Source: an optimization exercise on an open RTL-to-GDS flow (aim: small area). Production flows keep margins and buffers that such runs may drop. Where RTL was checked, it was by simulation tests only, not by an equivalence proof against the original. The clock port is modelled as an ideal driver; clocking choices that lean on that would not hold on a real chip. Power figures rest on the tool's default switching activity, not on a simulated workload.

v6:
Design Uart_Wrapper, start of the top module:
module Uart_Wrapper (
    input        clk,
    input        rst,
    input        nwrite_fifo_btn,
    input        nread_fifo_btn,
    input        nreset_button,
    input        rx_i,
    output       tx_o,
    output [6:0] fifo_state_segs,
    output [6:0] Counter_Display,
    output [7:0] Value_out_led
);
clock: 10.0 ns
lec_check: 0
cap_margin: 20
core_margin: 2
core_utilization: 40
cts_buf_list: sky130_fd_sc_hd__clkbuf_8
cts_cluster_diameter: 200
cts_cluster_size: 100
slew_margin: 20
run.sh (not shown) runs the stock make flow with config.mk's settings and CLKGATE_MAP_FILE= SYNTH_SCRIPT=/design/flow/synth_recipe.tcl, a recipe that flattens the netlist after the stock synthesis.
## Diff of input files: v7 against v6
# v6
export LEC_CHECK = 0
export CAP_MARGIN = 20
export CORE_MARGIN = 2
export CORE_UTILIZATION = 40
export CTS_BUF_LIST = sky130_fd_sc_hd__clkbuf_8
export CTS_CLUSTER_DIAMETER = 200
export CTS_CLUSTER_SIZE = 100
export SLEW_MARGIN = 20
create_clock -name core_clock -period 10.0 [get_ports {clk}]
# v7
export LEC_CHECK = 0
export CAP_MARGIN = 20
export CORE_MARGIN = 2
export CORE_UTILIZATION = 40
export CTS_BUF_LIST = sky130_fd_sc_hd__clkbuf_4
export CTS_CLUSTER_DIAMETER = 100
export CTS_CLUSTER_SIZE = 40
export SLEW_MARGIN = 20
create_clock -name core_clock -period 10.0 [get_ports {clk}]
Results
Summary of v7 over v6: worst hold slack grew by 0.0082 ns; part of the power in the clock network went down 5.1 points.
Against v6, v7 comes in 1.0 points higher on sequential share of layout area.
STATUS worst setup slack after layout: v7 loses against v6
Higher period utilization was reported by v7, not v6.
Cell area | v7 vs v6 | v7 smaller
Per the comparison of v7 with v6, core utilization decreased by 0.87 points relative to the old numbers; sequential cell fraction of total power increased by 4.6 points relative to the old numbers.
No run of this note included a check of the RTL's function; only the layout flow was run.

========
## north
The RTL this note starts from:
==> flow/design.v <==
`timescale 1ns / 1ps
module Uart_Wrapper (
    input        clk,
    input        rst,
    input        nwrite_fifo_btn,
    input        nread_fifo_btn,
    input        nreset_button,
    input        rx_i,
    output       tx_o,
    output [6:0] fifo_state_segs,
    output [6:0] Counter_Display,
    output [7:0] Value_out_led
);
    reg [2:0] c_nrst;    
    reg [2:0] c_rf;      
    reg [2:0] c_rd;      
    reg [2:0] c_wr;      
    wire nreset_dbnc = &c_nrst;
    wire ureset      = ~nreset_dbnc;        
    wire reset_fifo  = &c_rf;
    wire rd_db       = &c_rd;
    wire wr_db       = &c_wr;
    always @(posedge clk) begin
        if (rst) begin
            c_nrst <= 3'd0;
            c_rf   <= 3'd0;
            c_rd   <= 3'd0;
            c_wr   <= 3'd0;
        end else begin
            c_nrst <= nreset_button    ? (nreset_dbnc ? 3'd7 : c_nrst + 3'd1) : 3'd0;
            c_rf   <= ureset           ? (reset_fifo  ? 3'd7 : c_rf   + 3'd1) : 3'd0;
            c_rd   <= !nread_fifo_btn  ? (rd_db       ? 3'd7 : c_rd   + 3'd1) : 3'd0;
            c_wr   <= !nwrite_fifo_btn ? (wr_db       ? 3'd7 : c_wr   + 3'd1) : 3'd0;
        end
    end
    reg [1:0] m3;    
    reg [1:0] m4;    
    wire tick = (m3 == 2'b00) && (m4 == 2'b11);
    always @(posedge clk) begin
        if (rst) begin
            m3 <= 2'b00;
            m4 <= 2'b00;
        end else begin
            m3 <= {m3[0], ~(m3[0] | m3[1])};
            m4 <= {m4[0], ~m4[1]};
        end
    end
    reg [1:0] stage;
    always @(posedge clk) begin
        if (rst || reset_fifo) stage <= 2'b00;
        else                   stage <= {wr_db, rd_db};
    end
    localparam [2:0] C0 = 3'd7, C1 = 3'd3, C2 = 3'd2, C3 = 3'd6, C4 = 3'd1, C5 = 3'd0, CR = 3'd4;
    reg [2:0] cnt_d;
    reg [1:0] op;         
    localparam OP_NONE = 2'd0, OP_INC = 2'd1, OP_DEC = 2'd2, OP_CLR = 2'd3;
    reg       empty_led, filled_led;
    reg [7:0] vout;
    reg [7:0] mem0, mem1, mem2, mem3, mem4;
    reg [7:0] rx_hold;    
    wire cnt_zero = (cnt_d == C0);
    wire cnt_full = (cnt_d == C5);
    wire step     = tick && !reset_fifo;
    wire push     = step && stage == 2'b10 && !cnt_full;
    wire pop      = step && stage == 2'b01 && !cnt_zero;
    reg [4:1] free;
    reg [2:0] cnt_inc, cnt_dec;
    always @(*) begin
        case (cnt_d)
            C5: begin free = 4'b0000; cnt_inc = 3'd0; cnt_dec = C4; end
            C4: begin free = (op == OP_INC) ? 4'b0000 : 4'b0001; cnt_inc = C5; cnt_dec = C3; end
            C2: begin free = (op == OP_INC) ? 4'b0011 : 4'b0111; cnt_inc = C3; cnt_dec = C1; end
            C1: begin free = (op == OP_INC) ? 4'b0111 : 4'b1111; cnt_inc = C2; cnt_dec = C0; end
            3'd4: begin free = 4'b0000; cnt_inc = 3'd4; cnt_dec = 3'd4; end
            3'd5: begin free = 4'b0000; cnt_inc = 3'd5; cnt_dec = 3'd5; end
            C3: begin free = (op == OP_INC) ? 4'b0001 : 4'b0011; cnt_inc = C4; cnt_dec = C2; end
            C0: begin free = 4'b1111; cnt_inc = C1; cnt_dec = 3'd7; end
        endcase
    end
    wire en1 = pop || free[1];
    wire en2 = pop || free[2];
    wire en3 = pop || free[3];
    wire en4 = pop || free[4];
    wire [7:0] oldest = mem4;
    always @(posedge clk) begin
        if (push) mem0 <= rx_hold;
        if (en1)  mem1 <= mem0;
        if (en2)  mem2 <= mem1;
        if (en3)  mem3 <= mem2;
        if (en4)  mem4 <= mem3;
    end
    always @(posedge clk) begin
        if (rst)                   op <= OP_CLR;
        else if (tick && reset_fifo) op <= OP_CLR;
        else if (push)             op <= OP_INC;
        else if (pop)              op <= OP_DEC;
        else                       op <= OP_NONE;
        if (rst) cnt_d <= CR;
        else case (op)
            OP_INC:  cnt_d <= cnt_inc;
            OP_DEC:  cnt_d <= cnt_dec;
            OP_CLR:  cnt_d <= C0;
            default: ;
        endcase
    end
    always @(posedge clk) begin
        if (rst) begin
            empty_led  <= 1'b0;
            filled_led <= 1'b0;
            vout       <= 8'd0;
        end else if (tick) begin
            if (reset_fifo) begin
                empty_led  <= 1'b1;
                filled_led <= 1'b0;
            end else begin
                if (stage == 2'b11) begin
                    empty_led  <= 1'b0;
                    filled_led <= 1'b0;
                end else begin
                    empty_led  <= cnt_zero;
                    filled_led <= cnt_full;
                end
                if (stage == 2'b00 || (stage == 2'b01 && cnt_zero))
                    vout <= 8'd0;
                else if (pop)
                    vout <= oldest;
            end
        end
    end
    wire just_rst = (cnt_d == CR);
    reg [6:0] cdisp;
    always @(*) begin
        case (cnt_d)
            C0: cdisp = 7'h40;
            C1: cdisp = 7'h79;
            C2: cdisp = 7'h24;
            C3: cdisp = 7'h30;
            C4: cdisp = 7'h19;
            C5: cdisp = 7'h12;
            default: cdisp = 7'h00;
        endcase
    end
    assign Counter_Display = cdisp;
    reg [6:0] segs;
    always @(*) begin
        if (just_rst) segs = 7'h00;
        else case (stage)
            2'b00: segs = 7'h40;
            2'b01: segs = 7'h79;
            2'b10: segs = 7'h24;
            default: segs = 7'h30;
        endcase
    end
    assign fifo_state_segs = segs;
    assign Value_out_led   = vout;
    wire baud_done, baud_last;
    baud_timer baud_timer (.clk(clk), .clr(rst || ureset), .done(baud_done), .last(baud_last));
    localparam [3:0] S_IDLE = 4'b0000, S_START = 4'b0001, S_STOP = 4'b0010, S_DATA0 = 4'b1000;
    reg [3:0] rs;
    reg [7:0] rbank;
    reg       rcap;
    always @(posedge clk) begin
        if (rst || ureset)  rs <= S_IDLE;
        else if (rs == S_IDLE) begin
            if (!rx_i) rs <= S_START;
        end else if (baud_done) begin
            if (rs[3])      rs <= (rs[2:0] == 3'd7) ? S_STOP : rs + 4'd1;
            else if (rs[0]) rs <= S_DATA0;
            else            rs <= S_IDLE;
        end
    end
    always @(posedge clk) begin
        if (rs[3]) rbank[0] <= rx_i;
        if (baud_done && rs[2:0] != 3'd7) rbank[7:1] <= rbank[6:0];
        rcap <= !rst && rs == S_STOP && baud_last;
        if (rst)       rx_hold <= 8'd0;
        else if (rcap) rx_hold <= rbank;
    end
    reg       tvalid, tfull;
    reg [3:0] ts;
    reg       tsel;
    always @(posedge clk) begin
        tvalid <= !rst && (empty_led || filled_led);
        tfull  <= filled_led;
        if (ts == S_IDLE) tsel <= tfull;
        if (rst || ureset)  ts <= S_IDLE;
        else if (ts == S_IDLE) begin
            if (tvalid) ts <= S_START;
        end else if (baud_done) begin
            if (ts[3])      ts <= (ts[2:0] == 3'd7) ? S_STOP : ts + 4'd1;
            else if (ts[0]) ts <= S_DATA0;
            else            ts <= S_IDLE;
        end
    end
    reg tx_bit;
    always @(*) begin
        case (ts[2:0])
            3'd0:    tx_bit = !tsel;
            3'd1:    tx_bit = tsel;
            3'd2:    tx_bit = 1'b1;
            3'd6:    tx_bit = 1'b1;
            default: tx_bit = 1'b0;
        endcase
    end
    assign tx_o = ts[3] ? tx_bit : !ts[0];
endmodule
module baud_timer (
    input  clk,
    input  clr,
    output done,      
    output last       
);
    localparam [12:0] SEED = 13'd2413;
    reg [12:0] b;
    wire run0 = ~|{b[9:3]};
    assign done = run0 & b[0] & ~b[2];
    assign last = run0 & b[1] & ~b[10];
    always @(posedge clk) begin
        if (clr || last) b <= SEED;
        else             b <= {b[11:0], b[12] ^ b[10] ^ b[1] ^ b[0]};
    end
endmodule
==> flow/config.mk <==
export PLATFORM = sky130hd
export DESIGN_NAME = Uart_Wrapper
export DESIGN_NICKNAME = Uart_Wrapper
export VERILOG_FILES = /design/flow/design.v
export SDC_FILE = /design/flow/constraint.sdc
export NUM_CORES = 4
export LEC_CHECK = 0
export CAP_MARGIN = 20
export CORE_MARGIN = 2
export CORE_UTILIZATION = 60
export SLEW_MARGIN = 20
==> flow/constraint.sdc <==
create_clock -name core_clock -period 10.0 [get_ports {clk}]
set_input_delay 2.0000 -clock core_clock [delete_from_list [all_inputs] [get_ports {clk}]]
set_output_delay 2.0000 -clock core_clock [all_outputs]
set_load 0.01 [all_outputs]
standard.sh (not shown) runs the stock make flow with config.mk's settings and CLKGATE_MAP_FILE= SYNTH_SCRIPT=/design/flow/synth_recipe.tcl, a recipe that flattens the netlist after the stock synthesis.
==> flow/flow/run.sh <==
#!/bin/bash
# The standard layout (standard.sh), with three changes:
#  1. after the standard synthesis, the combinational logic between the
#     registers is mapped again by ABC for area (flow/reopt.tcl); registers,
#     their names and cells, ports, tie and port-feedthrough cells are kept
#     as they are. The new netlist is used only if Yosys proves it equivalent
#     to the standard one.
#  2. port buffers are the smallest buffer cell;
#  3. the clock tree is built by flow/clock_tree.tcl before ORFS's CTS step:
#     the flip-flops are split into 3 x 2 groups by position, each group
#     is driven by a clkbuf_8 at its centre, and the six by one clkbuf_4 on
#     the clock port's net. TritonCTS then finds nothing left to do on that
#     net (it only repairs long clock wires).
# Each tool's output goes to a log file in this folder.
set -euo pipefail
export BUFFER_PORTS_ARGS="-buffer_cell sky130_fd_sc_hd__buf_1"
export PRE_CTS_TCL=$PWD/flow/clock_tree.tcl
export CTS_ARGS="-clk_nets clk -sink_clustering_enable -repair_clock_nets -buf_list sky130_fd_sc_hd__clkbuf_4 -root_buf sky130_fd_sc_hd__clkbuf_4 -dont_use_dummy_load"

bash standard.sh synth > synth.log 2>&1

YOSYS=$FLOW_HOME/../tools/install/yosys/bin/yosys
export REOPT_LIB=$FLOW_HOME/platforms/$FLOW_PLATFORM/lib/sky130_fd_sc_hd__tt_025C_1v80.lib
export REOPT_RES=orfs/results/$FLOW_PLATFORM/Uart_Wrapper/base
export REOPT_FLOW=flow
cp $REOPT_RES/1_2_yosys.v std_1_2_yosys.v
if $YOSYS -c flow/reopt.tcl > reopt.log 2>&1 && grep -q "REOPT_EQUIVALENT" reopt.log; then
    cp reopt_1_2_yosys.v $REOPT_RES/1_2_yosys.v
    rm -f $REOPT_RES/1_synth.odb $REOPT_RES/1_synth.sdc
    echo "using the re-mapped netlist" >> reopt.log
else
    echo "re-mapping failed or not proven; keeping the standard netlist" >> reopt.log
fi

bash standard.sh > layout.log 2>&1
==> flow/flow/reopt.tcl <==
# Re-map the combinational logic of the standard synthesis netlist for area.
yosys -import
set lib $::env(REOPT_LIB)
set res $::env(REOPT_RES)
set keep {sky130_fd_sc_hd__dfxtp_1 sky130_fd_sc_hd__edfxtp_1 sky130_fd_sc_hd__conb_1 sky130_fd_sc_hd__buf_4}

# gate functions from the library; registers, tie and feedthrough cells stay cells
read_liberty -ignore_miss_func $lib
blackbox {*}$keep
read_verilog $res/1_2_yosys.v
hierarchy -top $::env(FLOW_TOP)
flatten
yosys rename -hide w:*.*
opt_clean -purge
set f [open reopt_abc.constr w]
puts $f "set_driving_cell sky130_fd_sc_hd__buf_1"
puts $f "set_load 5"
close $f
abc -liberty $lib -constr reopt_abc.constr -D 10000 -dont_use sky130_fd_sc_hd__lpflow_* -dont_use sky130_fd_sc_hd__probe* \
    -script "+strash;dc2;&get,-n;&dch,-f;&nf,-R,1000;&put"
opt_clean -purge
splitnets
opt_clean -purge
tee -o reopt_stat.txt stat -liberty $lib
write_verilog -noattr -nohex -nodec reopt_1_2_yosys.v

# prove it equivalent to the standard netlist (registers as plain flip-flops)
design -reset
read_liberty -ignore_miss_func $lib
read_verilog -overwrite $::env(REOPT_FLOW)/ffmodels.v
read_verilog $res/1_2_yosys.v
yosys rename $::env(FLOW_TOP) gold
read_verilog reopt_1_2_yosys.v
yosys rename $::env(FLOW_TOP) gate
yosys proc
flatten gold gate
opt_clean
equiv_make gold gate eq
hierarchy -top eq
equiv_simple -undef
equiv_induct -undef
equiv_status -assert
puts "REOPT_EQUIVALENT"
Other scripts of this flow, unchanged in this note and not shown: flow/flow/clock_tree.tcl, flow/flow/ffmodels.v
north ended with every stage complete and zero timing, DRC or antenna violations.
> inputs changed (north -> south)
--- a/flow/flow/run.sh
+++ b/flow/flow/run.sh
@@ -2,7 +2,7 @@
 # The standard layout (standard.sh), with three changes:
 #  1. after the standard synthesis, the combinational logic between the
-#     registers is mapped again by ABC for area (flow/reopt.tcl); registers,
-#     their names and cells, ports, tie and port-feedthrough cells are kept
-#     as they are. The new netlist is used only if Yosys proves it equivalent
+#     registers is mapped again by ABC for area (flow/reopt.tcl keeps the
+#     smallest result of a few ABC scripts); registers, their names and
+#     cells, ports, tie and port-feedthrough cells are kept as they are. The new netlist is used only if Yosys proves it equivalent
 #     to the standard one.
 #  2. port buffers are the smallest buffer cell;
--- a/flow/flow/reopt.tcl
+++ b/flow/flow/reopt.tcl
@@ -17,11 +17,36 @@
 puts $f "set_load 5"
 close $f
-abc -liberty $lib -constr reopt_abc.constr -D 10000 -dont_use sky130_fd_sc_hd__lpflow_* -dont_use sky130_fd_sc_hd__probe* \
-    -script "+strash;dc2;&get,-n;&dch,-f;&nf,-R,1000;&put"
-opt_clean -purge
-splitnets
-opt_clean -purge
-tee -o reopt_stat.txt stat -liberty $lib
-write_verilog -noattr -nohex -nodec reopt_1_2_yosys.v
+# several ABC scripts; the smallest result is kept
+set scripts {
+    "+strash;dc2;&get,-n;&dch,-f;&nf,-R,1000;&put"
+    "+strash;&get,-n;&dch,-f;&nf,-R,1000;&put"
+    "+strash;dc2;resub,-K,8;dc2;&get,-n;&dch,-f;&nf,-R,1000;&put"
+    "+strash;dch,-f;amap"
+    "+strash;drw;drf;dc2;&get,-n;&dch,-f;&nf,-R,1000;&put"
+}
+design -save pre
+set best_area 1e18
+set best_i -1
+set i 0
+foreach s $scripts {
+    design -load pre
+    abc -liberty $lib -constr reopt_abc.constr -D 10000 -dont_use sky130_fd_sc_hd__lpflow_* -dont_use sky130_fd_sc_hd__probe* -script $s
+    opt_clean -purge
+    splitnets
+    opt_clean -purge
+    tee -o reopt_stat_$i.txt stat -liberty $lib
+    write_verilog -noattr -nohex -nodec reopt_cand_$i.v
+    set fh [open reopt_stat_$i.txt r]
+    set txt [read $fh]
+    close $fh
+    if {[regexp {Chip area for module[^:]*:\s*([0-9.]+)} $txt -> a]} {
+        puts "REOPT_SCRIPT $i area $a"
+        if {$a < $best_area} { set best_area $a; set best_i $i }
+    }
+    incr i
+}
+if {$best_i < 0} { error "no ABC result" }
+puts "REOPT_BEST $best_i area $best_area"
+file copy -force reopt_cand_$best_i.v reopt_1_2_yosys.v
 
 # prove it equivalent to the standard netlist (registers as plain flip-flops)
==> comparison <==
south reports a higher filler cell count in the final layout than north does.
Largest vdd supply drop, south and north: higher on north
south vs. north: final cell count saw an increase, minimum setup slack in the final design saw a decrease, via total after detailed routing saw an increase, fraction of the core area covered by cells at the end of the flow saw little to no change.
Summary of the comparison: met3 routed wirelength is higher in south, relative to north.
south did not stop at any stage, and its layout met the timing, design-rule and antenna checks.
Taking north as the reference, in south clock-pin slew of the registers on the worst-case setup and hold paths flat; final area flat.
north has lower global-route total usage across every layer than south.
Summary — length of routed met2 wiring, south relative to north: higher, by about 7%.

[separate check: timing with driven ports]
How much do the figures lean on ideal ports? The routed layouts below were timed once more, with nothing changed but the port constraints. Step 1: set_driving_cell puts a clkbuf_16 on clk and a buf_2 on each other input, an assumption about the parent block. Step 2 adds t to the input delays and takes it off the output delays; t is the mean of the earliest and latest rising clock arrival at the registers after step 1. Input paths then give back, and output paths get back, about the clock's delay inside the block. Slacks: no drivers / after step 1 / after step 2; pairs: no drivers / after step 1.
| run | t (ns) | setup WS [ns] | worst hold slack (ns) | slew at the worst register clock pin (ns) | worst data-port slew with drivers (ns) |
|---|---|---|---|---|---|
| v6 | 0.446 | 5.905 / 5.873 / 6.185 | 0.390 / 0.390 / 0.390 | 0.07 / 0.07 | 0.03 |
| v7 | 0.524 | 5.819 / 5.788 / 6.186 | 0.398 / 0.398 / 0.398 | 0.10 / 0.10 | 0.03 |
| north | 0.427 | 6.342 / 6.329 / 6.557 | 0.388 / 0.388 / 0.388 | 0.11 / 0.11 | 0.03 |
| south | 0.437 | 6.295 / 6.283 / 6.666 | 0.411 / 0.411 / 0.411 | 0.11 / 0.11 | 0.03 |
After both steps setup and hold are still met in every run listed.
